This is an optimization exercise on Yosys and OpenROAD, whose aim is small area and a short achievable clock period, not a production implementation.
At most, simulation tests tie the RTL to the original design; equivalence was not proved.
The RTL of run 1 was laid out without a check of its function.

==> flow/design.v (outline; a module is shown in full before it is edited, if it fits) <==
// module DP4_pipe: 203 lines
// module MUL: 330 lines
// module SUM4: 113 lines
// module ADD48: 592 lines
// module ADD52: 640 lines
// module FA: 6 lines
// module HA: 6 lines
// module LZC64: 131 lines
module DP4_pipe(
    mode, clk, reset,
    a, b, c, d, e, f, g, h,
    DP4
);
  // ...
==> flow/run.sh <==
#!/bin/bash
# synth_recipe.tcl (not shown) runs the flow's synth.tcl, then flattens the netlist and writes it again
# the make line also repeats each setting of config.mk as NAME=value (left out here)
make -C /OpenROAD-flow-scripts/flow DESIGN_CONFIG=/design/flow/config.mk WORK_HOME=/design/flow/orfs CLKGATE_MAP_FILE= SYNTH_SCRIPT=/design/flow/synth_recipe.tcl finish
==> flow/config.mk <==
export PLATFORM = sky130hd
export DESIGN_NAME = DP4_pipe
export DESIGN_NICKNAME = DP4_pipe
export VERILOG_FILES = /design/flow/design.v
export SDC_FILE = /design/flow/constraint.sdc
export NUM_CORES = 4
export LEC_CHECK = 0
export CAP_MARGIN = 20
export CORE_MARGIN = 2
export CORE_UTILIZATION = 40
export PLACE_DENSITY = 0.6
export SETUP_SLACK_MARGIN = 5.0
export SLEW_MARGIN = 20
export SYNTH_HIERARCHICAL = 1
export SYNTH_MINIMUM_KEEP_SIZE = 0
==> flow/constraint.sdc <==
create_clock -name core_clock -period 8.8 [get_ports {clk}]
set_input_delay 1.7600 -clock core_clock [delete_from_list [all_inputs] [get_ports {clk}]]
set_output_delay 1.7600 -clock core_clock [all_outputs]
set_load 0.01 [all_outputs]
==> flow_summary.json, run 1 <==
{
  "run_status": "timing/DRC/antenna clean",
  "numPortBuffers": 290,
  "gr-total-overflow": 0,
  "post_cts_buffers": 793,
  "slowest_delay_ps": 470,
  "fmax_mhz": 175,
  "reg2reg_slack_ps": 3300,
  "tritoncts": "built",
  "rows": 184,
  "ys_warn_count": 7,
  "synth_area_sq_um": 101000,
  "crit_family": "buffers and inverters",
  "n_all_inverters": 378,
  "synth-seq-area-share_pct": 12.4,
  "synth.area.top_cells": "fa_1, xnor2_1, dfxtp_1",
  "dr.pass1.iters": 10,
  "dp_cells": 13700,
  "ff2ff_path_depth": 16,
  "setup.worst_path.start_class": "register",
  "vias_per_cell": 6.15,
  "seq_area_sq_um": 13300,
  "fp.coreArea_sq_um": 251000,
  "slew_headroom_pct": 26.8,
  "busiest_layer": "met2",
  "die_w_um": 507,
  "setup_viol": 0,
  "grtUsageTotal_pct": 30.9,
  "synth_common_cells": "xnor2_1, fa_1, a22oi_1",
  "skew_ps": 64.8,
  "first_global_vias": 93000,
  "synth_compound_area_share_pct": 17.9,
  "crit_slowest_cell": "dfrtp_2",
  "r2r_start": "xg1[8]$_SDFF_PN0_",
  "synthSimpleGateAreaFrac_pct": 9.04
}
==> module DP4_pipe, before the edit <==
module DP4_pipe(
    mode, clk, reset,
    a, b, c, d, e, f, g, h,
    DP4
);
input mode, clk, reset;
input [31:0] a, b, c, d, e, f, g, h;
output [31:0] DP4;
function [22:0] man;                  
    input m;
    input [31:0] x;
    man = m ? x[22:0] : {x[9:0], 13'b0};
endfunction
function [7:0] pexp;                  
    input m;
    input [31:0] x, y;
    pexp = m ? (x[30:23] + y[30:23] - 8'd127) : ({3'b0, x[14:10]} + {3'b0, y[14:10]} - 8'd15);
endfunction
function [35:0] booth;                
    input [22:0] y;
    reg [24:0] z;
    integer i;
    begin
        z = {1'b1, y, 1'b0};          
        for (i = 0; i < 12; i = i + 1) begin
            booth[24 + i] = z[2*i+2];
            booth[12 + i] = (z[2*i+2] & ~z[2*i+1] & ~z[2*i]) | (~z[2*i+2] & z[2*i+1] & z[2*i]);
            booth[i]      = z[2*i+1] ^ z[2*i];
        end
    end
endfunction
reg        m1;
reg [22:0] xa1, xc1, xe1, xg1;
reg [35:0] yb1, yd1, yf1, yh1;
reg [7:0]  eab1, ecd1, eef1, egh1;
reg [3:0]  sg1;
always @(posedge clk) begin
    m1 <= mode;
    xa1 <= man(mode, a); yb1 <= booth(man(mode, b));
    xc1 <= man(mode, c); yd1 <= booth(man(mode, d));
    xe1 <= man(mode, e); yf1 <= booth(man(mode, f));
    xg1 <= man(mode, g); yh1 <= booth(man(mode, h));
    eab1 <= pexp(mode, a, b); ecd1 <= pexp(mode, c, d);
    eef1 <= pexp(mode, e, f); egh1 <= pexp(mode, g, h);
    sg1 <= mode ? {a[31]^b[31], c[31]^d[31], e[31]^f[31], g[31]^h[31]}
                : {a[15]^b[15], c[15]^d[15], e[15]^f[15], g[15]^h[15]};
end
wire [47:0] pab, pcd, pef, pgh;
MUL u_mab(xa1, yb1[11:0], yb1[23:12], yb1[35:24], pab);
MUL u_mcd(xc1, yd1[11:0], yd1[23:12], yd1[35:24], pcd);
MUL u_mef(xe1, yf1[11:0], yf1[23:12], yf1[35:24], pef);
MUL u_mgh(xg1, yh1[11:0], yh1[23:12], yh1[35:24], pgh);
wire [7:0] d_ab_cd = eab1 - ecd1, d_cd_ab = ecd1 - eab1;
wire [7:0] d_cd_ef = ecd1 - eef1, d_ef_cd = eef1 - ecd1;
wire [7:0] d_ef_gh = eef1 - egh1, d_gh_ef = egh1 - eef1;
wire [7:0] d_gh_ab = egh1 - eab1, d_ab_gh = eab1 - egh1;
wire [7:0] d_ab_ef = eab1 - eef1, d_ef_ab = eef1 - eab1;
wire [7:0] d_cd_gh = ecd1 - egh1, d_gh_cd = egh1 - ecd1;
wire [7:0] x_ab_cd = d_ab_cd[7] ? d_cd_ab : d_ab_cd;
wire [7:0] x_cd_ef = d_cd_ef[7] ? d_ef_cd : d_cd_ef;
wire [7:0] x_ef_gh = d_ef_gh[7] ? d_gh_ef : d_ef_gh;
wire [7:0] x_gh_ab = d_gh_ab[7] ? d_ab_gh : d_gh_ab;
wire [7:0] x_ab_ef = d_ab_ef[7] ? d_ef_ab : d_ab_ef;
wire [7:0] x_cd_gh = d_cd_gh[7] ? d_gh_cd : d_cd_gh;
wire [5:0] cmp = {~d_ab_cd[7], ~d_cd_ef[7], ~d_ef_gh[7], ~d_gh_ab[7], ~d_ab_ef[7], ~d_cd_gh[7]};
reg [7:0] emax, s_ab, s_cd, s_ef, s_gh;
always @(*) begin
    casex (cmp)
        6'b0001_xx: begin emax = egh1; s_ab = x_gh_ab; s_cd = x_cd_gh; s_ef = x_ef_gh; s_gh = 0; end
        6'b0010_xx: begin emax = eef1; s_ab = x_ab_ef; s_cd = x_cd_ef; s_ef = 0; s_gh = x_ef_gh; end
        6'b0011_xx: begin emax = eef1; s_ab = x_ab_ef; s_cd = x_cd_ef; s_ef = 0; s_gh = x_ef_gh; end
        6'b0100_xx: begin emax = ecd1; s_ab = x_ab_cd; s_cd = 0; s_ef = x_cd_ef; s_gh = x_cd_gh; end
        6'b0101_x0: begin emax = egh1; s_ab = x_gh_ab; s_cd = x_cd_gh; s_ef = x_ef_gh; s_gh = 0; end
        6'b0101_x1: begin emax = ecd1; s_ab = x_ab_cd; s_cd = 0; s_ef = x_cd_ef; s_gh = x_cd_gh; end
        6'b0110_xx: begin emax = ecd1; s_ab = x_ab_cd; s_cd = 0; s_ef = x_cd_ef; s_gh = x_cd_gh; end
        6'b0111_xx: begin emax = ecd1; s_ab = x_ab_cd; s_cd = 0; s_ef = x_cd_ef; s_gh = x_cd_gh; end
        6'b1000_xx: begin emax = eab1; s_ab = 0; s_cd = x_ab_cd; s_ef = x_ab_ef; s_gh = x_gh_ab; end
        6'b1001_xx: begin emax = egh1; s_ab = x_gh_ab; s_cd = x_cd_gh; s_ef = x_ef_gh; s_gh = 0; end
        6'b1010_0x: begin emax = eef1; s_ab = x_ab_ef; s_cd = x_cd_ef; s_ef = 0; s_gh = x_ef_gh; end
        6'b1010_1x: begin emax = eab1; s_ab = 0; s_cd = x_ab_cd; s_ef = x_ab_ef; s_gh = x_gh_ab; end
        6'b1011_xx: begin emax = eef1; s_ab = x_ab_ef; s_cd = x_cd_ef; s_ef = 0; s_gh = x_ef_gh; end
        6'b1100_xx: begin emax = eab1; s_ab = 0; s_cd = x_ab_cd; s_ef = x_ab_ef; s_gh = x_gh_ab; end
        6'b1101_xx: begin emax = egh1; s_ab = x_gh_ab; s_cd = x_cd_gh; s_ef = x_ef_gh; s_gh = 0; end
        6'b1110_xx: begin emax = eab1; s_ab = 0; s_cd = x_ab_cd; s_ef = x_ab_ef; s_gh = x_gh_ab; end
        default:    begin emax = eab1; s_ab = 0; s_cd = 0; s_ef = 0; s_gh = 0; end
    endcase
end
function [5:0] clamp;
    input [7:0] s;
    clamp = (s[7:6] != 2'b0) ? 6'h3f : s[5:0];
endfunction
reg        m2;
reg [47:0] pab2, pcd2, pef2, pgh2;
reg [5:0]  sab2, scd2, sef2, sgh2;
reg [7:0]  e2;
reg [3:0]  sg2;
always @(posedge clk) begin
    m2 <= m1;
    pab2 <= pab; pcd2 <= pcd; pef2 <= pef; pgh2 <= pgh;
    sab2 <= clamp(s_ab); scd2 <= clamp(s_cd); sef2 <= clamp(s_ef); sgh2 <= clamp(s_gh);
    e2 <= m1 ? emax : {3'b0, emax[4:0]};
    sg2 <= sg1;
end
function [47:0] rsh48;                
    input [47:0] v;
    input [5:0] s;
    reg [47:0] t;
    begin
        t = s[5] ? {32'b0, v[47:32]} : v;
        t = s[4] ? {16'b0, t[47:16]} : t;
        t = s[3] ? { 8'b0, t[47:8]}  : t;
        t = s[2] ? { 4'b0, t[47:4]}  : t;
        t = s[1] ? { 2'b0, t[47:2]}  : t;
        rsh48 = s[0] ? { 1'b0, t[47:1]}  : t;
    end
endfunction
wire [51:0] tab = {52{sg2[3]}} ^ {4'b0, rsh48(pab2, sab2)};
wire [51:0] tcd = {52{sg2[2]}} ^ {4'b0, rsh48(pcd2, scd2)};
wire [51:0] tef = {52{sg2[1]}} ^ {4'b0, rsh48(pef2, sef2)};
wire [51:0] tgh = {52{sg2[0]}} ^ {4'b0, rsh48(pgh2, sgh2)};
wire [51:0] sx, sy, ssum;
SUM4  u_sum(tab, tcd, tef, tgh, sg2[3:2], sx, sy);
ADD52 u_add(sx, sy, sg2[1], ssum);
reg        m3, c3;
reg [51:0] s3;
reg [7:0]  e3;
always @(posedge clk) begin
    m3 <= m2;
    c3 <= sg2[0];
    s3 <= ssum;
    e3 <= e2;
end
wire        neg = s3[51];
wire        zfix = c3 & (&s3);
wire [49:0] u   = s3[49:0] ^ {50{neg}};
wire [49:0] mg  = u + {48'b0, neg & ~c3, c3};
wire        rsh = |mg[49:47];
wire [1:0]  k   = mg[49] ? 2'd3 : (mg[48] ? 2'd2 : 2'd1);
wire [23:0] mr  = mg[49] ? mg[49:26] : (mg[48] ? mg[48:25] : mg[47:24]);
wire        g32 = mg[49] ? mg[25] : (mg[48] ? mg[24] : mg[23]);
wire        r32 = mg[49] ? mg[24] : (mg[48] ? mg[23] : mg[22]);
wire        t32 = mg[49] ? |mg[23:3] : (mg[48] ? |mg[22:2] : |mg[21:1]);
wire        g16 = mg[49] ? mg[38] : (mg[48] ? mg[37] : mg[36]);
wire        r16 = mg[49] ? mg[37] : (mg[48] ? mg[36] : mg[35]);
wire        t16 = mg[49] ? |mg[36:28] : (mg[48] ? |mg[35:27] : |mg[34:26]);
wire        c32 = g32 & (r32 | mr[0] | t32);
wire        c16 = g16 & (r16 | mr[13] | t16);
wire [5:0]  lz;                       
LZC64 u_lzc({mg[46:1], 1'b1, 17'b0}, lz);
function [46:0] lsh47h;
    input [46:0] v;
    input [2:0] s;
    reg [46:0] t;
    begin
        t = s[2] ? {v[14:0], 32'b0} : v;
        t = s[1] ? {t[30:0], 16'b0} : t;
        lsh47h = s[0] ? {t[38:0],  8'b0} : t;
    end
endfunction
wire [46:0] mh = lsh47h(mg[46:0], lz[5:3]);
reg        m4, sgn4, up4, rsh4;
reg [30:0] h4;                        
reg [2:0]  lzl4;
reg [7:0]  e4;
reg [5:0]  lz4;
reg [1:0]  k4;
always @(posedge clk or posedge reset) begin
    if (reset) begin
        m4 <= 1'b0; sgn4 <= 1'b0; up4 <= 1'b0; rsh4 <= 1'b0;
        h4 <= 31'b0; lzl4 <= 3'b0; e4 <= 8'b0; lz4 <= 6'b0; k4 <= 2'b0;
    end else begin
        m4 <= m3;
        e4 <= e3;
        sgn4 <= neg & ~zfix;
        up4 <= rsh & ~zfix & (m3 ? c32 : c16);
        rsh4 <= rsh & ~zfix;
        k4 <= k;
        lz4 <= zfix ? 6'd46 : lz;
        lzl4 <= (rsh | zfix) ? 3'b0 : lz[2:0];
        h4 <= zfix ? 31'b0 : (rsh ? {mr, 7'b0} : mh[46:16]);
    end
end
function [23:0] lsh31l;               
    input [30:0] v;
    input [2:0] s;
    reg [30:0] t;
    begin
        t = s[2] ? {v[26:0], 4'b0} : v;
        t = s[1] ? {t[28:0], 2'b0} : t;
        t = s[0] ? {t[29:0], 1'b0} : t;
        lsh31l = t[30:7];
    end
endfunction
wire [23:0] n4  = lsh31l(h4, lzl4);
wire [7:0]  ex  = rsh4 ? e4 + {6'b0, k4} : e4 - {2'b0, lz4};
wire [24:0] r32v = {1'b0, n4} + {24'b0, up4};
wire [22:0] f32  = r32v[24] ? r32v[23:1] : r32v[22:0];
wire [7:0]  x32  = ex + {7'b0, r32v[24]};
wire [11:0] r16v = {1'b0, n4[23:13]} + {11'b0, up4};
wire [9:0]  f16  = r16v[11] ? r16v[10:1] : r16v[9:0];
wire [4:0]  x16  = ex[4:0] + {4'b0, r16v[11]};
assign DP4 = m4 ? {sgn4, x32, f32} : {16'b0, sgn4, x16, f16};
endmodule
==> module MUL, before the edit <==
module MUL(x, one, two, neg, p);
input [22:0] x;
input [11:0] one, two, neg;
output [47:0] p;
wire [24:0] xx = {1'b0, 1'b1, x};
wire [25:0] xs = {xx, 1'b0};    
wire [24:0] pp0 = ((xx & {25{one[0]}}) | (xs[24:0] & {25{two[0]}})) ^ {25{neg[0]}};
wire sn0 = ~neg[0];
wire [24:0] pp1 = ((xx & {25{one[1]}}) | (xs[24:0] & {25{two[1]}})) ^ {25{neg[1]}};
wire sn1 = ~neg[1];
wire [24:0] pp2 = ((xx & {25{one[2]}}) | (xs[24:0] & {25{two[2]}})) ^ {25{neg[2]}};
wire sn2 = ~neg[2];
wire [24:0] pp3 = ((xx & {25{one[3]}}) | (xs[24:0] & {25{two[3]}})) ^ {25{neg[3]}};
wire sn3 = ~neg[3];
wire [24:0] pp4 = ((xx & {25{one[4]}}) | (xs[24:0] & {25{two[4]}})) ^ {25{neg[4]}};
wire sn4 = ~neg[4];
wire [24:0] pp5 = ((xx & {25{one[5]}}) | (xs[24:0] & {25{two[5]}})) ^ {25{neg[5]}};
wire sn5 = ~neg[5];
wire [24:0] pp6 = ((xx & {25{one[6]}}) | (xs[24:0] & {25{two[6]}})) ^ {25{neg[6]}};
wire sn6 = ~neg[6];
wire [24:0] pp7 = ((xx & {25{one[7]}}) | (xs[24:0] & {25{two[7]}})) ^ {25{neg[7]}};
wire sn7 = ~neg[7];
wire [24:0] pp8 = ((xx & {25{one[8]}}) | (xs[24:0] & {25{two[8]}})) ^ {25{neg[8]}};
wire sn8 = ~neg[8];
wire [24:0] pp9 = ((xx & {25{one[9]}}) | (xs[24:0] & {25{two[9]}})) ^ {25{neg[9]}};
wire sn9 = ~neg[9];
wire [24:0] pp10 = ((xx & {25{one[10]}}) | (xs[24:0] & {25{two[10]}})) ^ {25{neg[10]}};
wire sn10 = ~neg[10];
wire [24:0] pp11 = ((xx & {25{one[11]}}) | (xs[24:0] & {25{two[11]}})) ^ {25{neg[11]}};
wire sn11 = ~neg[11];
wire ms1, mc2; HA u_ms1(pp0[16], pp1[14], ms1, mc2);
wire ms3, mc4; HA u_ms3(pp0[17], pp1[15], ms3, mc4);
wire ms5, mc6; FA u_ms5(pp0[18], pp1[16], pp2[14], ms5, mc6);
wire ms7, mc8; HA u_ms7(pp3[12], pp4[10], ms7, mc8);
wire ms9, mc10; FA u_ms9(pp0[19], pp1[17], pp2[15], ms9, mc10);
wire ms11, mc12; HA u_ms11(pp3[13], pp4[11], ms11, mc12);
wire ms13, mc14; FA u_ms13(pp0[20], pp1[18], pp2[16], ms13, mc14);
wire ms15, mc16; FA u_ms15(pp3[14], pp4[12], pp5[10], ms15, mc16);
wire ms17, mc18; HA u_ms17(pp6[8], pp7[6], ms17, mc18);
wire ms19, mc20; FA u_ms19(pp0[21], pp1[19], pp2[17], ms19, mc20);
wire ms21, mc22; FA u_ms21(pp3[15], pp4[13], pp5[11], ms21, mc22);
wire ms23, mc24; HA u_ms23(pp6[9], pp7[7], ms23, mc24);
wire ms25, mc26; FA u_ms25(pp0[22], pp1[20], pp2[18], ms25, mc26);
wire ms27, mc28; FA u_ms27(pp3[16], pp4[14], pp5[12], ms27, mc28);
wire ms29, mc30; FA u_ms29(pp6[10], pp7[8], pp8[6], ms29, mc30);
wire ms31, mc32; HA u_ms31(pp9[4], pp10[2], ms31, mc32);
wire ms33, mc34; FA u_ms33(pp0[23], pp1[21], pp2[19], ms33, mc34);
wire ms35, mc36; FA u_ms35(pp3[17], pp4[15], pp5[13], ms35, mc36);
wire ms37, mc38; FA u_ms37(pp6[11], pp7[9], pp8[7], ms37, mc38);
wire ms39, mc40; HA u_ms39(pp9[5], pp10[3], ms39, mc40);
wire ms41, mc42; FA u_ms41(pp0[24], pp1[22], pp2[20], ms41, mc42);
wire ms43, mc44; FA u_ms43(pp3[18], pp4[16], pp5[14], ms43, mc44);
wire ms45, mc46; FA u_ms45(pp6[12], pp7[10], pp8[8], ms45, mc46);
wire ms47, mc48; FA u_ms47(pp9[6], pp10[4], pp11[2], ms47, mc48);
wire ms49, mc50; FA u_ms49(neg[0], pp1[23], pp2[21], ms49, mc50);
wire ms51, mc52; FA u_ms51(pp3[19], pp4[17], pp5[15], ms51, mc52);
wire ms53, mc54; FA u_ms53(pp6[13], pp7[11], pp8[9], ms53, mc54);
wire ms55, mc56; FA u_ms55(pp9[7], pp10[5], pp11[3], ms55, mc56);
wire ms57, mc58; FA u_ms57(neg[0], pp1[24], pp2[22], ms57, mc58);
wire ms59, mc60; FA u_ms59(pp3[20], pp4[18], pp5[16], ms59, mc60);
wire ms61, mc62; FA u_ms61(pp6[14], pp7[12], pp8[10], ms61, mc62);
wire ms63, mc64; FA u_ms63(pp9[8], pp10[6], pp11[4], ms63, mc64);
wire ms65, mc66; FA u_ms65(sn0, sn1, pp2[23], ms65, mc66);
wire ms67, mc68; FA u_ms67(pp3[21], pp4[19], pp5[17], ms67, mc68);
wire ms69, mc70; FA u_ms69(pp6[15], pp7[13], pp8[11], ms69, mc70);
wire ms71, mc72; FA u_ms71(pp9[9], pp10[7], pp11[5], ms71, mc72);
wire ms73, mc74; FA u_ms73(pp2[24], pp3[22], pp4[20], ms73, mc74);
wire ms75, mc76; FA u_ms75(pp5[18], pp6[16], pp7[14], ms75, mc76);
wire ms77, mc78; FA u_ms77(pp8[12], pp9[10], pp10[8], ms77, mc78);
wire ms79, mc80; HA u_ms79(pp11[6], x[4], ms79, mc80);
wire ms81, mc82; FA u_ms81(sn2, pp3[23], pp4[21], ms81, mc82);
wire ms83, mc84; FA u_ms83(pp5[19], pp6[17], pp7[15], ms83, mc84);
wire ms85, mc86; FA u_ms85(pp8[13], pp9[11], pp10[9], ms85, mc86);
wire ms87, mc88; FA u_ms87(pp3[24], pp4[22], pp5[20], ms87, mc88);
wire ms89, mc90; FA u_ms89(pp6[18], pp7[16], pp8[14], ms89, mc90);
wire ms91, mc92; HA u_ms91(pp9[12], pp10[10], ms91, mc92);
wire ms93, mc94; FA u_ms93(sn3, pp4[23], pp5[21], ms93, mc94);
wire ms95, mc96; FA u_ms95(pp6[19], pp7[17], pp8[15], ms95, mc96);
wire ms97, mc98; FA u_ms97(pp4[24], pp5[22], pp6[20], ms97, mc98);
wire ms99, mc100; HA u_ms99(pp7[18], pp8[16], ms99, mc100);
wire ms101, mc102; FA u_ms101(sn4, pp5[23], pp6[21], ms101, mc102);
wire ms103, mc104; HA u_ms103(pp5[24], pp6[22], ms103, mc104);
wire ms105, mc106; HA u_ms105(pp0[10], pp1[8], ms105, mc106);
wire ms107, mc108; HA u_ms107(pp0[11], pp1[9], ms107, mc108);
wire ms109, mc110; FA u_ms109(pp0[12], pp1[10], pp2[8], ms109, mc110);
wire ms111, mc112; HA u_ms111(pp3[6], pp4[4], ms111, mc112);
wire ms113, mc114; FA u_ms113(pp0[13], pp1[11], pp2[9], ms113, mc114);
wire ms115, mc116; HA u_ms115(pp3[7], pp4[5], ms115, mc116);
wire ms117, mc118; FA u_ms117(pp0[14], pp1[12], pp2[10], ms117, mc118);
wire ms119, mc120; FA u_ms119(pp3[8], pp4[6], pp5[4], ms119, mc120);
wire ms121, mc122; HA u_ms121(pp6[2], pp7[0], ms121, mc122);
wire ms123, mc124; FA u_ms123(pp0[15], pp1[13], pp2[11], ms123, mc124);
wire ms125, mc126; FA u_ms125(pp3[9], pp4[7], pp5[5], ms125, mc126);
wire ms127, mc128; HA u_ms127(pp6[3], pp7[1], ms127, mc128);
wire ms129, mc130; FA u_ms129(pp2[12], pp3[10], pp4[8], ms129, mc130);
wire ms131, mc132; FA u_ms131(pp5[6], pp6[4], pp7[2], ms131, mc132);
wire ms133, mc134; FA u_ms133(pp8[0], neg[8], ms1, ms133, mc134);
wire ms135, mc136; FA u_ms135(pp2[13], pp3[11], pp4[9], ms135, mc136);
wire ms137, mc138; FA u_ms137(pp5[7], pp6[5], pp7[3], ms137, mc138);
wire ms139, mc140; FA u_ms139(pp8[1], mc2, ms3, ms139, mc140);
wire ms141, mc142; FA u_ms141(pp5[8], pp6[6], pp7[4], ms141, mc142);
wire ms143, mc144; FA u_ms143(pp8[2], pp9[0], neg[9], ms143, mc144);
wire ms145, mc146; FA u_ms145(mc4, ms5, ms7, ms145, mc146);
wire ms147, mc148; FA u_ms147(pp5[9], pp6[7], pp7[5], ms147, mc148);
wire ms149, mc150; FA u_ms149(pp8[3], pp9[1], mc6, ms149, mc150);
wire ms151, mc152; FA u_ms151(mc8, ms9, ms11, ms151, mc152);
wire ms153, mc154; FA u_ms153(pp8[4], pp9[2], pp10[0], ms153, mc154);
wire ms155, mc156; FA u_ms155(neg[10], mc10, mc12, ms155, mc156);
wire ms157, mc158; FA u_ms157(ms13, ms15, ms17, ms157, mc158);
wire ms159, mc160; FA u_ms159(pp8[5], pp9[3], pp10[1], ms159, mc160);
wire ms161, mc162; FA u_ms161(mc14, mc16, mc18, ms161, mc162);
wire ms163, mc164; FA u_ms163(ms19, ms21, ms23, ms163, mc164);
wire ms165, mc166; FA u_ms165(pp11[0], neg[11], mc20, ms165, mc166);
wire ms167, mc168; FA u_ms167(mc22, mc24, ms25, ms167, mc168);
wire ms169, mc170; FA u_ms169(ms27, ms29, ms31, ms169, mc170);
wire ms171, mc172; FA u_ms171(pp11[1], mc26, mc28, ms171, mc172);
wire ms173, mc174; FA u_ms173(mc30, mc32, ms33, ms173, mc174);
wire ms175, mc176; FA u_ms175(ms35, ms37, ms39, ms175, mc176);
wire ms177, mc178; FA u_ms177(x[0], mc34, mc36, ms177, mc178);
wire ms179, mc180; FA u_ms179(mc38, mc40, ms41, ms179, mc180);
wire ms181, mc182; FA u_ms181(ms43, ms45, ms47, ms181, mc182);
wire ms183, mc184; FA u_ms183(x[1], mc42, mc44, ms183, mc184);
wire ms185, mc186; FA u_ms185(mc46, mc48, ms49, ms185, mc186);
wire ms187, mc188; FA u_ms187(ms51, ms53, ms55, ms187, mc188);
wire ms189, mc190; FA u_ms189(x[2], mc50, mc52, ms189, mc190);
wire ms191, mc192; FA u_ms191(mc54, mc56, ms57, ms191, mc192);
wire ms193, mc194; FA u_ms193(ms59, ms61, ms63, ms193, mc194);
wire ms195, mc196; FA u_ms195(x[3], mc58, mc60, ms195, mc196);
wire ms197, mc198; FA u_ms197(mc62, mc64, ms65, ms197, mc198);
wire ms199, mc200; FA u_ms199(ms67, ms69, ms71, ms199, mc200);
wire ms201, mc202; FA u_ms201(1'b1, mc66, mc68, ms201, mc202);
wire ms203, mc204; FA u_ms203(mc70, mc72, ms73, ms203, mc204);
wire ms205, mc206; FA u_ms205(ms75, ms77, ms79, ms205, mc206);
wire ms207, mc208; FA u_ms207(pp11[7], x[5], mc74, ms207, mc208);
wire ms209, mc210; FA u_ms209(mc76, mc78, mc80, ms209, mc210);
wire ms211, mc212; FA u_ms211(ms81, ms83, ms85, ms211, mc212);
wire ms213, mc214; FA u_ms213(pp11[8], x[6], 1'b1, ms213, mc214);
wire ms215, mc216; FA u_ms215(mc82, mc84, mc86, ms215, mc216);
wire ms217, mc218; FA u_ms217(ms87, ms89, ms91, ms217, mc218);
wire ms219, mc220; FA u_ms219(pp9[13], pp10[11], pp11[9], ms219, mc220);
wire ms221, mc222; FA u_ms221(x[7], mc88, mc90, ms221, mc222);
wire ms223, mc224; FA u_ms223(mc92, ms93, ms95, ms223, mc224);
wire ms225, mc226; FA u_ms225(pp9[14], pp10[12], pp11[10], ms225, mc226);
wire ms227, mc228; FA u_ms227(x[8], 1'b1, mc94, ms227, mc228);
wire ms229, mc230; FA u_ms229(mc96, ms97, ms99, ms229, mc230);
wire ms231, mc232; FA u_ms231(pp7[19], pp8[17], pp9[15], ms231, mc232);
wire ms233, mc234; FA u_ms233(pp10[13], pp11[11], x[9], ms233, mc234);
wire ms235, mc236; FA u_ms235(mc98, mc100, ms101, ms235, mc236);
wire ms237, mc238; FA u_ms237(pp7[20], pp8[18], pp9[16], ms237, mc238);
wire ms239, mc240; FA u_ms239(pp10[14], pp11[12], x[10], ms239, mc240);
wire ms241, mc242; FA u_ms241(1'b1, mc102, ms103, ms241, mc242);
wire ms243, mc244; FA u_ms243(sn5, pp6[23], pp7[21], ms243, mc244);
wire ms245, mc246; FA u_ms245(pp8[19], pp9[17], pp10[15], ms245, mc246);
wire ms247, mc248; FA u_ms247(pp11[13], x[11], mc104, ms247, mc248);
wire ms249, mc250; FA u_ms249(pp6[24], pp7[22], pp8[20], ms249, mc250);
wire ms251, mc252; FA u_ms251(pp9[18], pp10[16], pp11[14], ms251, mc252);
wire ms253, mc254; HA u_ms253(x[12], 1'b1, ms253, mc254);
wire ms255, mc256; FA u_ms255(sn6, pp7[23], pp8[21], ms255, mc256);
wire ms257, mc258; FA u_ms257(pp9[19], pp10[17], pp11[15], ms257, mc258);
wire ms259, mc260; FA u_ms259(pp7[24], pp8[22], pp9[20], ms259, mc260);
wire ms261, mc262; HA u_ms261(pp10[18], pp11[16], ms261, mc262);
wire ms263, mc264; FA u_ms263(sn7, pp8[23], pp9[21], ms263, mc264);
wire ms265, mc266; HA u_ms265(pp8[24], pp9[22], ms265, mc266);
wire ms267, mc268; HA u_ms267(pp0[6], pp1[4], ms267, mc268);
wire ms269, mc270; HA u_ms269(pp0[7], pp1[5], ms269, mc270);
wire ms271, mc272; FA u_ms271(pp0[8], pp1[6], pp2[4], ms271, mc272);
wire ms273, mc274; HA u_ms273(pp3[2], pp4[0], ms273, mc274);
wire ms275, mc276; FA u_ms275(pp0[9], pp1[7], pp2[5], ms275, mc276);
wire ms277, mc278; HA u_ms277(pp3[3], pp4[1], ms277, mc278);
wire ms279, mc280; FA u_ms279(pp2[6], pp3[4], pp4[2], ms279, mc280);
wire ms281, mc282; FA u_ms281(pp5[0], neg[5], ms105, ms281, mc282);
wire ms283, mc284; FA u_ms283(pp2[7], pp3[5], pp4[3], ms283, mc284);
wire ms285, mc286; FA u_ms285(pp5[1], mc106, ms107, ms285, mc286);
wire ms287, mc288; FA u_ms287(pp5[2], pp6[0], neg[6], ms287, mc288);
wire ms289, mc290; FA u_ms289(mc108, ms109, ms111, ms289, mc290);
wire ms291, mc292; FA u_ms291(pp5[3], pp6[1], mc110, ms291, mc292);
wire ms293, mc294; FA u_ms293(mc112, ms113, ms115, ms293, mc294);
wire ms295, mc296; FA u_ms295(neg[7], mc114, mc116, ms295, mc296);
wire ms297, mc298; FA u_ms297(ms117, ms119, ms121, ms297, mc298);
wire ms299, mc300; FA u_ms299(mc118, mc120, mc122, ms299, mc300);
wire ms301, mc302; FA u_ms301(ms123, ms125, ms127, ms301, mc302);
wire ms303, mc304; FA u_ms303(mc124, mc126, mc128, ms303, mc304);
wire ms305, mc306; FA u_ms305(ms129, ms131, ms133, ms305, mc306);
wire ms307, mc308; FA u_ms307(mc130, mc132, mc134, ms307, mc308);
wire ms309, mc310; FA u_ms309(ms135, ms137, ms139, ms309, mc310);
wire ms311, mc312; FA u_ms311(mc136, mc138, mc140, ms311, mc312);
wire ms313, mc314; FA u_ms313(ms141, ms143, ms145, ms313, mc314);
wire ms315, mc316; FA u_ms315(mc142, mc144, mc146, ms315, mc316);
wire ms317, mc318; FA u_ms317(ms147, ms149, ms151, ms317, mc318);
wire ms319, mc320; FA u_ms319(mc148, mc150, mc152, ms319, mc320);
wire ms321, mc322; FA u_ms321(ms153, ms155, ms157, ms321, mc322);
wire ms323, mc324; FA u_ms323(mc154, mc156, mc158, ms323, mc324);
wire ms325, mc326; FA u_ms325(ms159, ms161, ms163, ms325, mc326);
wire ms327, mc328; FA u_ms327(mc160, mc162, mc164, ms327, mc328);
wire ms329, mc330; FA u_ms329(ms165, ms167, ms169, ms329, mc330);
wire ms331, mc332; FA u_ms331(mc166, mc168, mc170, ms331, mc332);
wire ms333, mc334; FA u_ms333(ms171, ms173, ms175, ms333, mc334);
wire ms335, mc336; FA u_ms335(mc172, mc174, mc176, ms335, mc336);
wire ms337, mc338; FA u_ms337(ms177, ms179, ms181, ms337, mc338);
wire ms339, mc340; FA u_ms339(mc178, mc180, mc182, ms339, mc340);
wire ms341, mc342; FA u_ms341(ms183, ms185, ms187, ms341, mc342);
wire ms343, mc344; FA u_ms343(mc184, mc186, mc188, ms343, mc344);
wire ms345, mc346; FA u_ms345(ms189, ms191, ms193, ms345, mc346);
wire ms347, mc348; FA u_ms347(mc190, mc192, mc194, ms347, mc348);
wire ms349, mc350; FA u_ms349(ms195, ms197, ms199, ms349, mc350);
wire ms351, mc352; FA u_ms351(mc196, mc198, mc200, ms351, mc352);
wire ms353, mc354; FA u_ms353(ms201, ms203, ms205, ms353, mc354);
wire ms355, mc356; FA u_ms355(mc202, mc204, mc206, ms355, mc356);
wire ms357, mc358; FA u_ms357(ms207, ms209, ms211, ms357, mc358);
wire ms359, mc360; FA u_ms359(mc208, mc210, mc212, ms359, mc360);
wire ms361, mc362; FA u_ms361(ms213, ms215, ms217, ms361, mc362);
wire ms363, mc364; FA u_ms363(mc214, mc216, mc218, ms363, mc364);
wire ms365, mc366; FA u_ms365(ms219, ms221, ms223, ms365, mc366);
wire ms367, mc368; FA u_ms367(mc220, mc222, mc224, ms367, mc368);
wire ms369, mc370; FA u_ms369(ms225, ms227, ms229, ms369, mc370);
wire ms371, mc372; FA u_ms371(mc226, mc228, mc230, ms371, mc372);
wire ms373, mc374; FA u_ms373(ms231, ms233, ms235, ms373, mc374);
wire ms375, mc376; FA u_ms375(mc232, mc234, mc236, ms375, mc376);
wire ms377, mc378; FA u_ms377(ms237, ms239, ms241, ms377, mc378);
wire ms379, mc380; FA u_ms379(mc238, mc240, mc242, ms379, mc380);
wire ms381, mc382; FA u_ms381(ms243, ms245, ms247, ms381, mc382);
wire ms383, mc384; FA u_ms383(mc244, mc246, mc248, ms383, mc384);
wire ms385, mc386; FA u_ms385(ms249, ms251, ms253, ms385, mc386);
wire ms387, mc388; FA u_ms387(x[13], mc250, mc252, ms387, mc388);
wire ms389, mc390; FA u_ms389(mc254, ms255, ms257, ms389, mc390);
wire ms391, mc392; FA u_ms391(x[14], 1'b1, mc256, ms391, mc392);
wire ms393, mc394; FA u_ms393(mc258, ms259, ms261, ms393, mc394);
wire ms395, mc396; FA u_ms395(pp10[19], pp11[17], x[15], ms395, mc396);
wire ms397, mc398; FA u_ms397(mc260, mc262, ms263, ms397, mc398);
wire ms399, mc400; FA u_ms399(pp10[20], pp11[18], x[16], ms399, mc400);
wire ms401, mc402; FA u_ms401(1'b1, mc264, ms265, ms401, mc402);
wire ms403, mc404; FA u_ms403(sn8, pp9[23], pp10[21], ms403, mc404);
wire ms405, mc406; FA u_ms405(pp11[19], x[17], mc266, ms405, mc406);
wire ms407, mc408; FA u_ms407(pp9[24], pp10[22], pp11[20], ms407, mc408);
wire ms409, mc410; HA u_ms409(x[18], 1'b1, ms409, mc410);
wire ms411, mc412; FA u_ms411(sn9, pp10[23], pp11[21], ms411, mc412);
wire ms413, mc414; HA u_ms413(pp10[24], pp11[22], ms413, mc414);
wire ms415, mc416; HA u_ms415(pp0[4], pp1[2], ms415, mc416);
wire ms417, mc418; HA u_ms417(pp0[5], pp1[3], ms417, mc418);
wire ms419, mc420; FA u_ms419(pp2[2], pp3[0], neg[3], ms419, mc420);
wire ms421, mc422; FA u_ms421(pp2[3], pp3[1], mc268, ms421, mc422);
wire ms423, mc424; FA u_ms423(neg[4], mc270, ms271, ms423, mc424);
wire ms425, mc426; FA u_ms425(mc272, mc274, ms275, ms425, mc426);
wire ms427, mc428; FA u_ms427(mc276, mc278, ms279, ms427, mc428);
wire ms429, mc430; FA u_ms429(mc280, mc282, ms283, ms429, mc430);
wire ms431, mc432; FA u_ms431(mc284, mc286, ms287, ms431, mc432);
wire ms433, mc434; FA u_ms433(mc288, mc290, ms291, ms433, mc434);
wire ms435, mc436; FA u_ms435(mc292, mc294, ms295, ms435, mc436);
wire ms437, mc438; FA u_ms437(mc296, mc298, ms299, ms437, mc438);
wire ms439, mc440; FA u_ms439(mc300, mc302, ms303, ms439, mc440);
wire ms441, mc442; FA u_ms441(mc304, mc306, ms307, ms441, mc442);
wire ms443, mc444; FA u_ms443(mc308, mc310, ms311, ms443, mc444);
wire ms445, mc446; FA u_ms445(mc312, mc314, ms315, ms445, mc446);
wire ms447, mc448; FA u_ms447(mc316, mc318, ms319, ms447, mc448);
wire ms449, mc450; FA u_ms449(mc320, mc322, ms323, ms449, mc450);
wire ms451, mc452; FA u_ms451(mc324, mc326, ms327, ms451, mc452);
wire ms453, mc454; FA u_ms453(mc328, mc330, ms331, ms453, mc454);
wire ms455, mc456; FA u_ms455(mc332, mc334, ms335, ms455, mc456);
wire ms457, mc458; FA u_ms457(mc336, mc338, ms339, ms457, mc458);
wire ms459, mc460; FA u_ms459(mc340, mc342, ms343, ms459, mc460);
wire ms461, mc462; FA u_ms461(mc344, mc346, ms347, ms461, mc462);
wire ms463, mc464; FA u_ms463(mc348, mc350, ms351, ms463, mc464);
wire ms465, mc466; FA u_ms465(mc352, mc354, ms355, ms465, mc466);
wire ms467, mc468; FA u_ms467(mc356, mc358, ms359, ms467, mc468);
wire ms469, mc470; FA u_ms469(mc360, mc362, ms363, ms469, mc470);
wire ms471, mc472; FA u_ms471(mc364, mc366, ms367, ms471, mc472);
wire ms473, mc474; FA u_ms473(mc368, mc370, ms371, ms473, mc474);
wire ms475, mc476; FA u_ms475(mc372, mc374, ms375, ms475, mc476);
wire ms477, mc478; FA u_ms477(mc376, mc378, ms379, ms477, mc478);
wire ms479, mc480; FA u_ms479(mc380, mc382, ms383, ms479, mc480);
wire ms481, mc482; FA u_ms481(mc384, mc386, ms387, ms481, mc482);
wire ms483, mc484; FA u_ms483(mc388, mc390, ms391, ms483, mc484);
wire ms485, mc486; FA u_ms485(mc392, mc394, ms395, ms485, mc486);
wire ms487, mc488; FA u_ms487(mc396, mc398, ms399, ms487, mc488);
wire ms489, mc490; FA u_ms489(mc400, mc402, ms403, ms489, mc490);
wire ms491, mc492; FA u_ms491(mc404, mc406, ms407, ms491, mc492);
wire ms493, mc494; FA u_ms493(x[19], mc408, mc410, ms493, mc494);
wire ms495, mc496; FA u_ms495(x[20], 1'b1, mc412, ms495, mc496);
wire ms497, mc498; FA u_ms497(sn10, pp11[23], x[21], ms497, mc498);
wire ms499, mc500; HA u_ms499(pp11[24], x[22], ms499, mc500);
wire ms501, mc502; HA u_ms501(pp0[2], pp1[0], ms501, mc502);
wire ms503, mc504; HA u_ms503(pp0[3], pp1[1], ms503, mc504);
wire ms505, mc506; FA u_ms505(pp2[0], neg[2], ms415, ms505, mc506);
wire ms507, mc508; FA u_ms507(pp2[1], mc416, ms417, ms507, mc508);
wire ms509, mc510; FA u_ms509(ms267, mc418, ms419, ms509, mc510);
wire ms511, mc512; FA u_ms511(ms269, mc420, ms421, ms511, mc512);
wire ms513, mc514; FA u_ms513(ms273, mc422, ms423, ms513, mc514);
wire ms515, mc516; FA u_ms515(ms277, mc424, ms425, ms515, mc516);
wire ms517, mc518; FA u_ms517(ms281, mc426, ms427, ms517, mc518);
wire ms519, mc520; FA u_ms519(ms285, mc428, ms429, ms519, mc520);
wire ms521, mc522; FA u_ms521(ms289, mc430, ms431, ms521, mc522);
wire ms523, mc524; FA u_ms523(ms293, mc432, ms433, ms523, mc524);
wire ms525, mc526; FA u_ms525(ms297, mc434, ms435, ms525, mc526);
wire ms527, mc528; FA u_ms527(ms301, mc436, ms437, ms527, mc528);
wire ms529, mc530; FA u_ms529(ms305, mc438, ms439, ms529, mc530);
wire ms531, mc532; FA u_ms531(ms309, mc440, ms441, ms531, mc532);
wire ms533, mc534; FA u_ms533(ms313, mc442, ms443, ms533, mc534);
wire ms535, mc536; FA u_ms535(ms317, mc444, ms445, ms535, mc536);
wire ms537, mc538; FA u_ms537(ms321, mc446, ms447, ms537, mc538);
wire ms539, mc540; FA u_ms539(ms325, mc448, ms449, ms539, mc540);
wire ms541, mc542; FA u_ms541(ms329, mc450, ms451, ms541, mc542);
wire ms543, mc544; FA u_ms543(ms333, mc452, ms453, ms543, mc544);
wire ms545, mc546; FA u_ms545(ms337, mc454, ms455, ms545, mc546);
wire ms547, mc548; FA u_ms547(ms341, mc456, ms457, ms547, mc548);
wire ms549, mc550; FA u_ms549(ms345, mc458, ms459, ms549, mc550);
wire ms551, mc552; FA u_ms551(ms349, mc460, ms461, ms551, mc552);
wire ms553, mc554; FA u_ms553(ms353, mc462, ms463, ms553, mc554);
wire ms555, mc556; FA u_ms555(ms357, mc464, ms465, ms555, mc556);
wire ms557, mc558; FA u_ms557(ms361, mc466, ms467, ms557, mc558);
wire ms559, mc560; FA u_ms559(ms365, mc468, ms469, ms559, mc560);
wire ms561, mc562; FA u_ms561(ms369, mc470, ms471, ms561, mc562);
wire ms563, mc564; FA u_ms563(ms373, mc472, ms473, ms563, mc564);
wire ms565, mc566; FA u_ms565(ms377, mc474, ms475, ms565, mc566);
wire ms567, mc568; FA u_ms567(ms381, mc476, ms477, ms567, mc568);
wire ms569, mc570; FA u_ms569(ms385, mc478, ms479, ms569, mc570);
wire ms571, mc572; FA u_ms571(ms389, mc480, ms481, ms571, mc572);
wire ms573, mc574; FA u_ms573(ms393, mc482, ms483, ms573, mc574);
wire ms575, mc576; FA u_ms575(ms397, mc484, ms485, ms575, mc576);
wire ms577, mc578; FA u_ms577(ms401, mc486, ms487, ms577, mc578);
wire ms579, mc580; FA u_ms579(ms405, mc488, ms489, ms579, mc580);
wire ms581, mc582; FA u_ms581(ms409, mc490, ms491, ms581, mc582);
wire ms583, mc584; FA u_ms583(ms411, mc492, ms493, ms583, mc584);
wire ms585, mc586; FA u_ms585(ms413, mc494, ms495, ms585, mc586);
wire ms587, mc588; FA u_ms587(mc414, mc496, ms497, ms587, mc588);
wire ms589, mc590; FA u_ms589(1'b1, mc498, ms499, ms589, mc590);
wire ms591, mc592; FA u_ms591(sn11, 1'b1, mc500, ms591, mc592);
wire [47:0] r0 = {mc590, mc588, mc586, mc584, mc582, mc580, mc578, mc576, mc574, mc572, mc570, mc568, mc566, mc564, mc562, mc560, mc558, mc556, mc554, mc552, mc550, mc548, mc546, mc544, mc542, mc540, mc538, mc536, mc534, mc532, mc530, mc528, mc526, mc524, mc522, mc520, mc518, mc516, mc514, mc512, mc510, mc508, mc506, mc504, mc502, neg[1], pp0[1], pp0[0]};
wire [47:0] r1 = {ms591, ms589, ms587, ms585, ms583, ms581, ms579, ms577, ms575, ms573, ms571, ms569, ms567, ms565, ms563, ms561, ms559, ms557, ms555, ms553, ms551, ms549, ms547, ms545, ms543, ms541, ms539, ms537, ms535, ms533, ms531, ms529, ms527, ms525, ms523, ms521, ms519, ms517, ms515, ms513, ms511, ms509, ms507, ms505, ms503, ms501, 1'b0, neg[0]};
ADD48 u_add(r0, r1, 1'b0, p);
endmodule
==> inputs of run 2 (changes only) <==
--- a/flow/design.v
+++ b/flow/design.v
@@ -116,30 +116,34 @@
     end
 endfunction
 wire [51:0] tab = {52{sg2[3]}} ^ {4'b0, rsh48(pab2, sab2)};
 wire [51:0] tcd = {52{sg2[2]}} ^ {4'b0, rsh48(pcd2, scd2)};
 wire [51:0] tef = {52{sg2[1]}} ^ {4'b0, rsh48(pef2, sef2)};
 wire [51:0] tgh = {52{sg2[0]}} ^ {4'b0, rsh48(pgh2, sgh2)};
 wire [51:0] sx, sy, ssum;
 SUM4  u_sum(tab, tcd, tef, tgh, sg2[3:2], sx, sy);
-ADD52 u_add(sx, sy, sg2[1], ssum);
-reg        m3, c3;
+ADD52 u_add(sx, sy, ssum);
+reg        m3;
+reg [1:0]  c3;
 reg [51:0] s3;
 reg [7:0]  e3;
 always @(posedge clk) begin
     m3 <= m2;
-    c3 <= sg2[0];
+    c3 <= {sg2[1] & sg2[0], sg2[1] ^ sg2[0]};
     s3 <= ssum;
     e3 <= e2;
 end
 wire        neg = s3[51];
-wire        zfix = c3 & (&s3);
+wire        all1 = &s3[51:1];
+wire        zfix = all1 & (s3[0] ? (c3 != 2'd0) : c3[1]);    
+wire        tone = all1 & s3[0] & c3[1];                      
 wire [49:0] u   = s3[49:0] ^ {50{neg}};
-wire [49:0] mg  = u + {48'b0, neg & ~c3, c3};
+wire [1:0]  inc = neg ? (2'd2 - c3) : c3;
+wire [49:0] mg  = u + {48'b0, inc};
 wire        rsh = |mg[49:47];
 wire [1:0]  k   = mg[49] ? 2'd3 : (mg[48] ? 2'd2 : 2'd1);
 wire [23:0] mr  = mg[49] ? mg[49:26] : (mg[48] ? mg[48:25] : mg[47:24]);
 wire        g32 = mg[49] ? mg[25] : (mg[48] ? mg[24] : mg[23]);
 wire        r32 = mg[49] ? mg[24] : (mg[48] ? mg[23] : mg[22]);
 wire        t32 = mg[49] ? |mg[23:3] : (mg[48] ? |mg[22:2] : |mg[21:1]);
 wire        g16 = mg[49] ? mg[38] : (mg[48] ? mg[37] : mg[36]);
 wire        r16 = mg[49] ? mg[37] : (mg[48] ? mg[36] : mg[35]);
@@ -173,17 +177,17 @@
         m4 <= m3;
         e4 <= e3;
         sgn4 <= neg & ~zfix;
         up4 <= rsh & ~zfix & (m3 ? c32 : c16);
         rsh4 <= rsh & ~zfix;
         k4 <= k;
         lz4 <= zfix ? 6'd46 : lz;
         lzl4 <= (rsh | zfix) ? 3'b0 : lz[2:0];
-        h4 <= zfix ? 31'b0 : (rsh ? {mr, 7'b0} : mh[46:16]);
+        h4 <= zfix ? {tone, 30'b0} : (rsh ? {mr, 7'b0} : mh[46:16]);
     end
 end
 function [23:0] lsh31l;               
     input [30:0] v;
     input [2:0] s;
     reg [30:0] t;
     begin
         t = s[2] ? {v[26:0], 4'b0} : v;
@@ -525,17 +529,17 @@
 wire ms581, mc582; FA u_ms581(ms409, mc490, ms491, ms581, mc582);
 wire ms583, mc584; FA u_ms583(ms411, mc492, ms493, ms583, mc584);
 wire ms585, mc586; FA u_ms585(ms413, mc494, ms495, ms585, mc586);
 wire ms587, mc588; FA u_ms587(mc414, mc496, ms497, ms587, mc588);
 wire ms589, mc590; FA u_ms589(1'b1, mc498, ms499, ms589, mc590);
 wire ms591, mc592; FA u_ms591(sn11, 1'b1, mc500, ms591, mc592);
 wire [47:0] r0 = {mc590, mc588, mc586, mc584, mc582, mc580, mc578, mc576, mc574, mc572, mc570, mc568, mc566, mc564, mc562, mc560, mc558, mc556, mc554, mc552, mc550, mc548, mc546, mc544, mc542, mc540, mc538, mc536, mc534, mc532, mc530, mc528, mc526, mc524, mc522, mc520, mc518, mc516, mc514, mc512, mc510, mc508, mc506, mc504, mc502, neg[1], pp0[1], pp0[0]};
 wire [47:0] r1 = {ms591, ms589, ms587, ms585, ms583, ms581, ms579, ms577, ms575, ms573, ms571, ms569, ms567, ms565, ms563, ms561, ms559, ms557, ms555, ms553, ms551, ms549, ms547, ms545, ms543, ms541, ms539, ms537, ms535, ms533, ms531, ms529, ms527, ms525, ms523, ms521, ms519, ms517, ms515, ms513, ms511, ms509, ms507, ms505, ms503, ms501, 1'b0, neg[0]};
-ADD48 u_add(r0, r1, 1'b0, p);
+ADD48 u_add(r0, r1, p);
 endmodule
 module SUM4(t0, t1, t2, t3, ng, x, y);
 input [51:0] t0, t1, t2, t3;
 input [1:0] ng;
 output [51:0] x, y;
 wire [51:0] a; wire [52:0] b; wire [52:0] c;
 assign b[0] = ng[1];
 assign c[0] = ng[0];
@@ -640,23 +644,22 @@
 FA u2_46(a[46], b[46], t3[46], x[46], c[47]);
 FA u2_47(a[47], b[47], t3[47], x[47], c[48]);
 FA u2_48(a[48], b[48], t3[48], x[48], c[49]);
 FA u2_49(a[49], b[49], t3[49], x[49], c[50]);
 FA u2_50(a[50], b[50], t3[50], x[50], c[51]);
 FA u2_51(a[51], b[51], t3[51], x[51], c[52]);
 assign y = c[51:0];
 endmodule
-module ADD48(a, b, ci, y);
+module ADD48(a, b, y);
 input [47:0] a, b;
-input ci;
 output [47:0] y;
 wire [47:0] p = a ^ b;
 wire [47:0] g0 = a & b;
-wire [47:0] G0 = {g0[47:1], g0[0] | (p[0] & ci)};
+wire [47:0] G0 = g0;
 wire [47:0] P0 = p;
 wire [47:0] G1, P1;
 assign G1[0] = G0[0];
 assign P1[0] = P0[0];
 assign G1[1] = G0[1] | (P0[1] & G0[0]);
 assign P1[1] = P0[1] & P0[0];
 assign G1[2] = G0[2];
 assign P1[2] = P0[2];
@@ -1230,25 +1233,24 @@
 assign G6[44] = G5[44] | (P5[44] & G5[31]);
 assign P6[44] = P5[44] & P5[31];
 assign G6[45] = G5[45] | (P5[45] & G5[31]);
 assign P6[45] = P5[45] & P5[31];
 assign G6[46] = G5[46] | (P5[46] & G5[31]);
 assign P6[46] = P5[46] & P5[31];
 assign G6[47] = G5[47] | (P5[47] & G5[31]);
 assign P6[47] = P5[47] & P5[31];
-assign y = p ^ {G6[46:0], ci};
+assign y = p ^ {G6[46:0], 1'b0};
 endmodule
-module ADD52(a, b, ci, y);
+module ADD52(a, b, y);
 input [51:0] a, b;
-input ci;
 output [51:0] y;
 wire [51:0] p = a ^ b;
 wire [51:0] g0 = a & b;
-wire [51:0] G0 = {g0[51:1], g0[0] | (p[0] & ci)};
+wire [51:0] G0 = g0;
 wire [51:0] P0 = p;
 wire [51:0] G1, P1;
 assign G1[0] = G0[0];
 assign P1[0] = P0[0];
 assign G1[1] = G0[1] | (P0[1] & G0[0]);
 assign P1[1] = P0[1] & P0[0];
 assign G1[2] = G0[2];
 assign P1[2] = P0[2];
@@ -1870,17 +1872,17 @@
 assign G6[48] = G5[48] | (P5[48] & G5[31]);
 assign P6[48] = P5[48] & P5[31];
 assign G6[49] = G5[49] | (P5[49] & G5[31]);
 assign P6[49] = P5[49] & P5[31];
 assign G6[50] = G5[50] | (P5[50] & G5[31]);
 assign P6[50] = P5[50] & P5[31];
 assign G6[51] = G5[51] | (P5[51] & G5[31]);
 assign P6[51] = P5[51] & P5[31];
-assign y = p ^ {G6[50:0], ci};
+assign y = p ^ {G6[50:0], 1'b0};
 endmodule
 module FA(a, b, c, s, co);
 input a, b, c;
 output s, co;
 assign s = a ^ b ^ c;
 assign co = (a & b) | (a & c) | (b & c);
 endmodule
 module HA(a, b, s, co);
==> flow/config.mk (replaced) <==
export PLATFORM = sky130hd
export DESIGN_NAME = DP4_pipe
export DESIGN_NICKNAME = DP4_pipe
export VERILOG_FILES = /design/flow/design.v
export SDC_FILE = /design/flow/constraint.sdc
export NUM_CORES = 4
export LEC_CHECK = 0
export CAP_MARGIN = 20
export CORE_MARGIN = 2
export CORE_UTILIZATION = 60
export PLACE_DENSITY = 0.75
export SETUP_SLACK_MARGIN = 3.2
export SLEW_MARGIN = 20
export SYNTH_HIERARCHICAL = 1
export SYNTH_MINIMUM_KEEP_SIZE = 0
==> flow_summary.json, run 2 <==
{
  "run_status": "timing/DRC/antenna clean",
  "die_y_um": 412,
  "dr.pass1.iters": 17,
  "synth.avg_cell_area_sq_um": 9.56,
  "clkSlewWorstSetupHoldPaths_ps": 60,
  "ant_nets": 0,
  "place_area_sq_um": 103000,
  "fmax_mhz": 163,
  "cts_buffers": 76,
  "synth_compound_area_share_pct": 17.1,
  "synthSimpleGateAreaFrac_pct": 8.30,
  "synth-seq-area-share_pct": 12.6,
  "maxCapViolations": 0,
  "die_w_um": 412,
  "synth_top_family_by_area": "adder cells",
  "largest_register_ffs": 52,
  "synthArstFlopShare_pct": 8.78,
  "synth-xor-area-share_pct": 16.0,
  "syn_to_final_growth_pct": 18.4,
  "gr-total-overflow": 0,
  "via_count": 90100,
  "numPortBuffers": 290,
  "synth_edf_count": 0,
  "skew_ps": 59.8,
  "yosys.area.top_type": "fa_1",
  "final_common_cell": "xnor2_1",
  "arrival_ps": 4390,
  "synthAdderAreaFrac_pct": 31.3,
  "report.final.slew_viol_count": 0,
  "antenna_found_initial": 27,
  "vias_per_cell": 6.92,
  "netlist_instances": 10400,
  "synth_common_cells": "xnor2_1, fa_1, a22oi_1",
  "wire_per_inst_um": 29.3,
  "worstMarginPinSlew_ps": 1200,
  "post-route-min-period_ps": 6150,
  "rsz0062_at_grt": "yes",
  "rows": 149,
  "drc_errors": 0,
  "min_path_type": "reg2reg",
  "insertion_delay_ps": 780,
  "start_util_pct": 60.4,
  "tritoncts": "built",
  "setup.worst_path.start_class": "register",
  "ioPinCount": 291,
  "yosysMostFrequentCell": "xnor2_1",
  "htree_levels": 3,
  "clk_path_buf_depth": 3,
  "ys_types": 113,
  "final_cell_mix": "xnor2_1, fa_1, a22oi_1",
  "drt_iter0_markers": 12600,
  "path_max_fanout": 5,
  "period_share_pct": 69.9,
  "synth_area_sq_um": 99700,
  "drive_gt1_share_pct": 18.9,
  "grt_pass1_wl_um": 522000,
  "fp.coreArea_sq_um": 165000,
  "top_register": "s3",
  "first_global_vias": 87300,
  "hold_viol_final": 0,
  "crit_required_ps": 7040,
  "synth_ff_type": "dfxtp_1",
  "layout.nets": 12800,
  "synth.area.top_cells": "fa_1, xnor2_1, dfxtp_1",
  "grtUsageTotal_pct": 39.9,
  "root_buffer": "clkbuf_16",
  "hpwl_um": 241000,
  "crit_type": "reg2out",
  "critical_path.endpoint_type": "output port",
  "design_area_sq_um": 118000,
  "dieArea_sq_um": 169000,
  "wirelength_um": 382000,
  "synthMuxAreaShare_pct": 8.04,
  "ys_ff_latch": 615,
  "clkSinkCount": 615,
  "grt_max_degree": 73,
  "gp_congestion": 0.989,
  "tns_ps": 0,
  "hold_buffers": 0,
  "slew_headroom_pct": 19.8,
  "setup_viol": 0,
  "ys_warn_count": 7,
  "synth_top_area_share_pct": 24.3
}
-- run 2: changes by cell type after synthesis, sizes merged, moves of 18 or more --
cell | previous run | this run
o21ai | 339 | 375
mux2 | 105 | 123
clkbuf | 282 | 258
xor2 | 316 | 348
nand3 | 161 | 125
nand2 | 553 | 514
mux2i | 547 | 584
a21o | 101 | 130
a211oi | 93 | 59
o31ai | 38 | 13
a21oi | 527 | 502
inv | 372 | 335
-- run 2: kinds of logic (layout without fill, tap and decap cells) --
| logic type | Yosys count | after routing |
|---|---|---|
| flip-flops | 615 | 615 |
| multiplexers | 742 | 742 |
| adder cells (fa/ha/maj) | 1770 | 1770 |
| XOR/XNOR | 1823 | 1823 |
| AND/OR/NAND/NOR | 1733 | 1734 |
| other | 10 | 112 |
| AO/OA/AOI/OAI | 2519 | 2520 |
| buffers and inverters | 1219 | 1506 |
-- run 2: per-stage QoR --
step	instances	setup slack [ps]	hold slack [ps]	util, %
after floorplan	10500	3160	310	-
final	13000	2650	327	71.6
after global placement	12400	2040	313	62.3
after CTS	12700	2620	326	67.1
after detailed placement	12400	1950	312	62.3
after global routing	13000	2490	331	71.6
-- run 2: per-layer routing --
metal,track usage (%),vias up,wire length [um]
met4,21.9,28,29600
met2,60.9,7194,163000
met1,51.7,43700,137000
met5,0.848,-,362
met3,10.2,2288,51100
li1,-,36900,-
-- run 2: path summary, 6_finish.rpt --
path	from	endpoint	slack, ps	depth (start not counted)
max in group asynchronous	reset	lzl4[2]$_DFF_PP0_	6680	3
worst min register to register	sg1[0]$_DFF_P_	sg2[0]$_DFF_P_	330	0
worst max register to register	xg1[2]$_SDFF_PN0_	pgh2[38]$_DFF_P_	2880	19
min in group asynchronous	reset	h4[0]$_DFF_PP0_	1560	3
worst min-delay path	sg1[0]$_DFF_P_	sg2[0]$_DFF_P_	330	0
worst max-delay path	lzl4[1]$_DFF_PP0_	DP4[30]	2650	22
-- run 2: layout make-up --
class                   count  area, sq um
multi-input cells        8694        85300
clock inverters            55          762
flip-flops and latches    615        13200
repair buffers           1029        12700
diodes                      7         17.5
clock buffers              85         1990
repair inverters            1         5.00
well taps                2189         2740
inverters                 336         1290
fillers                 11400        46900
-- run 2: worst max-delay path, cell delays in order (launching register included) --
cell and delay, ps:
dfrtp_2 470, buf_12 160, mux2i_2 150, mux2i_1 190, nand2_1 90, nand2_2 80
ha_4 140, ha_4 130, nand2_2 50, a211o_1 260, or2_4 260, nor4b_4 310
nand3_2 150, inv_2 120, nand2_4 80, inv_4 90, ha_4 140, and2_4 140
and3_4 180, nand3_2 70, xnor2_1 150, nor2b_1 120, buf_2 140
-- run 2: Yosys stat by module, one instance, submodules excluded --
module | flip-flops and latches | cells inside
FA | 0 | 1
LZC64 | 0 | 117
ADD48 | 0 | 239
MUL | 0 | 732
ADD52 | 0 | 292
DP4_pipe | 615 | 4798
HA | 0 | 1
SUM4 | 0 | 52
-- run 2: repair_timing --
| action | CTS | global route |
|---|---|---|
| buffers inserted | 163 | 199 |
| pin swaps | 76 | 400 |
| cloned | 31 | 63 |
| endpoints found under the setup margin | 227 | 184 |
| resized for setup | 936 | 911 |
==> inputs of run 3 (changes only) <==
--- a/flow/design.v
+++ b/flow/design.v
@@ -163,24 +163,25 @@
     end
 endfunction
 wire [46:0] mh = lsh47h(mg[46:0], lz[5:3]);
-reg        m4, sgn4, up4, rsh4;
+reg        m4, sgn4, up4;
 reg [30:0] h4;                        
 reg [2:0]  lzl4;
 reg [7:0]  e4;
 reg [5:0]  lz4;
 reg [1:0]  k4;
+reg        rsh4;
 always @(posedge clk or posedge reset) begin
     if (reset) begin
-        m4 <= 1'b0; sgn4 <= 1'b0; up4 <= 1'b0; rsh4 <= 1'b0;
-        h4 <= 31'b0; lzl4 <= 3'b0; e4 <= 8'b0; lz4 <= 6'b0; k4 <= 2'b0;
+        m4 <= 1'b0; sgn4 <= 1'b0; up4 <= 1'b0;
+        h4 <= 31'b0; lzl4 <= 3'b0; e4 <= 8'b0; lz4 <= 6'b0; k4 <= 2'b0; rsh4 <= 1'b0;
     end else begin
         m4 <= m3;
         e4 <= e3;
-        sgn4 <= neg & ~zfix;
-        up4 <= rsh & ~zfix & (m3 ? c32 : c16);
         rsh4 <= rsh & ~zfix;
         k4 <= k;
         lz4 <= zfix ? 6'd46 : lz;
+        sgn4 <= neg & ~zfix;
+        up4 <= rsh & ~zfix & (m3 ? c32 : c16);
         lzl4 <= (rsh | zfix) ? 3'b0 : lz[2:0];
         h4 <= zfix ? {tone, 30'b0} : (rsh ? {mr, 7'b0} : mh[46:16]);
     end
@@ -197,13 +198,13 @@
     end
 endfunction
 wire [23:0] n4  = lsh31l(h4, lzl4);
-wire [7:0]  ex  = rsh4 ? e4 + {6'b0, k4} : e4 - {2'b0, lz4};
-wire [24:0] r32v = {1'b0, n4} + {24'b0, up4};
-wire [22:0] f32  = r32v[24] ? r32v[23:1] : r32v[22:0];
-wire [7:0]  x32  = ex + {7'b0, r32v[24]};
-wire [11:0] r16v = {1'b0, n4[23:13]} + {11'b0, up4};
-wire [9:0]  f16  = r16v[11] ? r16v[10:1] : r16v[9:0];
-wire [4:0]  x16  = ex[4:0] + {4'b0, r16v[11]};
+wire [7:0]  ex   = rsh4 ? e4 + {6'b0, k4} : e4 - {2'b0, lz4};
+wire        o32  = up4 & (&h4[29:7]);
+wire [22:0] f32  = up4 ? h4[29:7] + 23'd1 : n4[22:0];
+wire [7:0]  x32  = ex + {7'b0, o32};
+wire        o16  = up4 & (&h4[29:20]);
+wire [9:0]  f16  = up4 ? h4[29:20] + 10'd1 : n4[22:13];
+wire [4:0]  x16  = ex[4:0] + {4'b0, o16};
 assign DP4 = m4 ? {sgn4, x32, f32} : {16'b0, sgn4, x16, f16};
 endmodule
 module MUL(x, one, two, neg, p);
--- a/flow/config.mk
+++ b/flow/config.mk
@@ -7,9 +7,9 @@
 export LEC_CHECK = 0
 export CAP_MARGIN = 20
 export CORE_MARGIN = 2
-export CORE_UTILIZATION = 60
-export PLACE_DENSITY = 0.75
-export SETUP_SLACK_MARGIN = 3.2
+export CORE_UTILIZATION = 40
+export PLACE_DENSITY = 0.6
+export SETUP_SLACK_MARGIN = 3.0
 export SLEW_MARGIN = 20
 export SYNTH_HIERARCHICAL = 1
 export SYNTH_MINIMUM_KEEP_SIZE = 0
==> flow_summary.json, run 3 <==
{
  "antenna_found_initial": 16,
  "synth_area_sq_um": 99600,
  "report.final.slew_viol_count": 0,
  "r2r_end": "s3[46]$_DFF_P_",
  "yosys.area.top_type": "fa_1",
  "syn_to_final_growth_pct": 15.3,
  "crit_type": "reg2reg",
  "startpoint": "sef2[4]$_SDFF_PP1_",
  "hold_buffers": 0,
  "wirelength_um": 373000,
  "setup.worst_path.start_class": "register",
  "ys_ff_latch": 614,
  "start_util_pct": 40.1,
  "cts_buffers": 80,
  "hpwl_um": 261000,
  "synth_top_area_share_pct": 24.4,
  "synth_edf_count": 0,
  "synth.avg_cell_area_sq_um": 9.57,
  "synth-seq-area-share_pct": 12.6,
  "ff2ff_path_depth": 21,
  "rsz0062_at_grt": "yes",
  "dr.pass1.iters": 7,
  "clk_path_buf_depth": 3,
  "crit_required_ps": 9400,
  "period_share_pct": 65.0,
  "fp.coreArea_sq_um": 248000,
  "grt_max_degree": 127,
  "drc_errors": 0,
  "dp_cells": 13500,
  "synth.area.top_cells": "fa_1, xnor2_1, dfxtp_1",
  "gr-total-overflow": 0,
  "drt_iter0_markers": 9356,
  "reg2reg_slack_ps": 3080,
  "run_status": "timing/DRC/antenna clean",
  "grt_pass1_wl_um": 534000,
  "final_cell_mix": "xnor2_1, fa_1, a22oi_1",
  "layout_setup_ws_ps": 3080,
  "via_count": 84500,
  "maxCapViolations": 0,
  "root_buffer": "clkbuf_16",
  "hold_depth": 0,
  "arrival_ps": 6320,
  "critical_path.endpoint_type": "register",
  "rows": 183
}
run 3: changes by cell type in the layout (fill, tap and decap cells not counted), moves of 35 or more:
| cell | before | now |
|---|---|---|
| a22oi_1 | 935 | 1035 |
| a22oi_2 | 136 | 53 |
| fa_1 | 1110 | 1173 |
| fa_2 | 102 | 39 |
| buf_4 | 368 | 312 |
| a21oi_1 | 423 | 478 |
| a21oi_2 | 71 | 35 |
| buf_12 | 159 | 124 |
run 3: cell families after synthesis:
logic type	count (synthesis)	share of synthesized area, %
other	10	0.0377
flip-flops	614	12.6
buffers and inverters	1225	6.60
AO/OA/AOI/OAI	2547	17.4
adder cells (fa/ha/maj)	1768	31.3
XOR/XNOR	1824	16.1
multiplexers	713	7.69
AND/OR/NAND/NOR	1708	8.31
run 3: worst max path at each step:
stage / slack, ps / cells past startpoint / to
2_1_floorplan: 3000 / 22 / s3[46]$_DFF_P_
3_3_place_gp: 2160 / 21 / s3[31]$_DFF_P_
3_5_place_dp: 2100 / 20 / s3[29]$_DFF_P_
4_1_cts: 2900 / 21 / s3[29]$_DFF_P_
5_1_grt: 2840 / 22 / s3[46]$_DFF_P_
6_report: 3080 / 21 / s3[46]$_DFF_P_
run 3: repair_timing:
| action | CTS | global route |
|---|---|---|
| pin swaps | 9 | 178 |
| endpoints found under the hold margin | 0 | 0 |
| setup endpoints to repair | 177 | 140 |
| gates cloned | 1 | 47 |
| resized for setup | 419 | 695 |
| buffers inserted | 50 | 209 |
run 3: area by class of cell:
type,instances,area [sq um]
Inverter,326,1240
Timing Repair Buffer,890,10500
Multi-Input combinational cell,8667,82900
Sequential cell,614,13100
Antenna cell,3,7.51
Tap cell,3330,4170
Fill cell,23400,133000
Clock inverter,51,743
Clock buffer,93,2130
run 3: critical path: stages, from the launching register on:
cell and delay, ps:
dfxtp_4 390, buf_6 140, buf_4 130, nor2b_2 280, nand2_1 80, o21ai_0 80, o21ai_0 140, mux2i_1 310
mux2i_1 160, mux2i_1 280, xor2_2 270, fa_1 500, fa_1 550, ha_4 310, nand4_1 210, a211oi_4 330
o2111ai_4 220, a211oi_4 380, o21ai_4 130, o31ai_4 360, a2111o_1 210, o311ai_2 90
run 3: Yosys stat by module (local to each module, per instance), excerpt:
module,cells inside,flops+latches,cell area [sq um]
HA,1,0,12.5
SUM4,52,0,390
ADD52,292,0,2260
FA,1,0,20.0
LZC64,117,0,698
DP4_pipe,4776,614,41300
ADD48,239,0,1870
run 3: layer usage:
metal	GRT usage [%]	share of wire, %	wire (um)
met5	0.114	0.019	69
met4	11.0	4.4	16500
met3	5.28	9.8	36400
met2	43.3	45	166000
met1	36.8	41	153000

## static timing again, ports no longer ideal
Ports are ideal in the flow. The routed layouts listed here were re-timed in OpenROAD.
Step 1, drivers: a clkbuf_16 drives clk and a buf_2 each remaining input, both assumed.
Step 2, shift: input delay + t, output delay - t, t = (earliest + latest rising clock arrival at the registers) / 2. This alone moves slack from input paths to output paths.
Slacks: no drivers / after step 1 / after step 2; pairs: no drivers / after step 1.
run | t, ns | slack for setup (ns) | pins driven straight from the clock port
run 1 | 0.840 | 3.086 / 2.979 / 3.296 | 1
run 2 | 0.836 | 2.652 / 2.559 / 2.881 | 1
run 3 | 0.827 | 3.077 / 3.077 / 3.077 | 1
After both steps setup and hold are still met in every run listed.
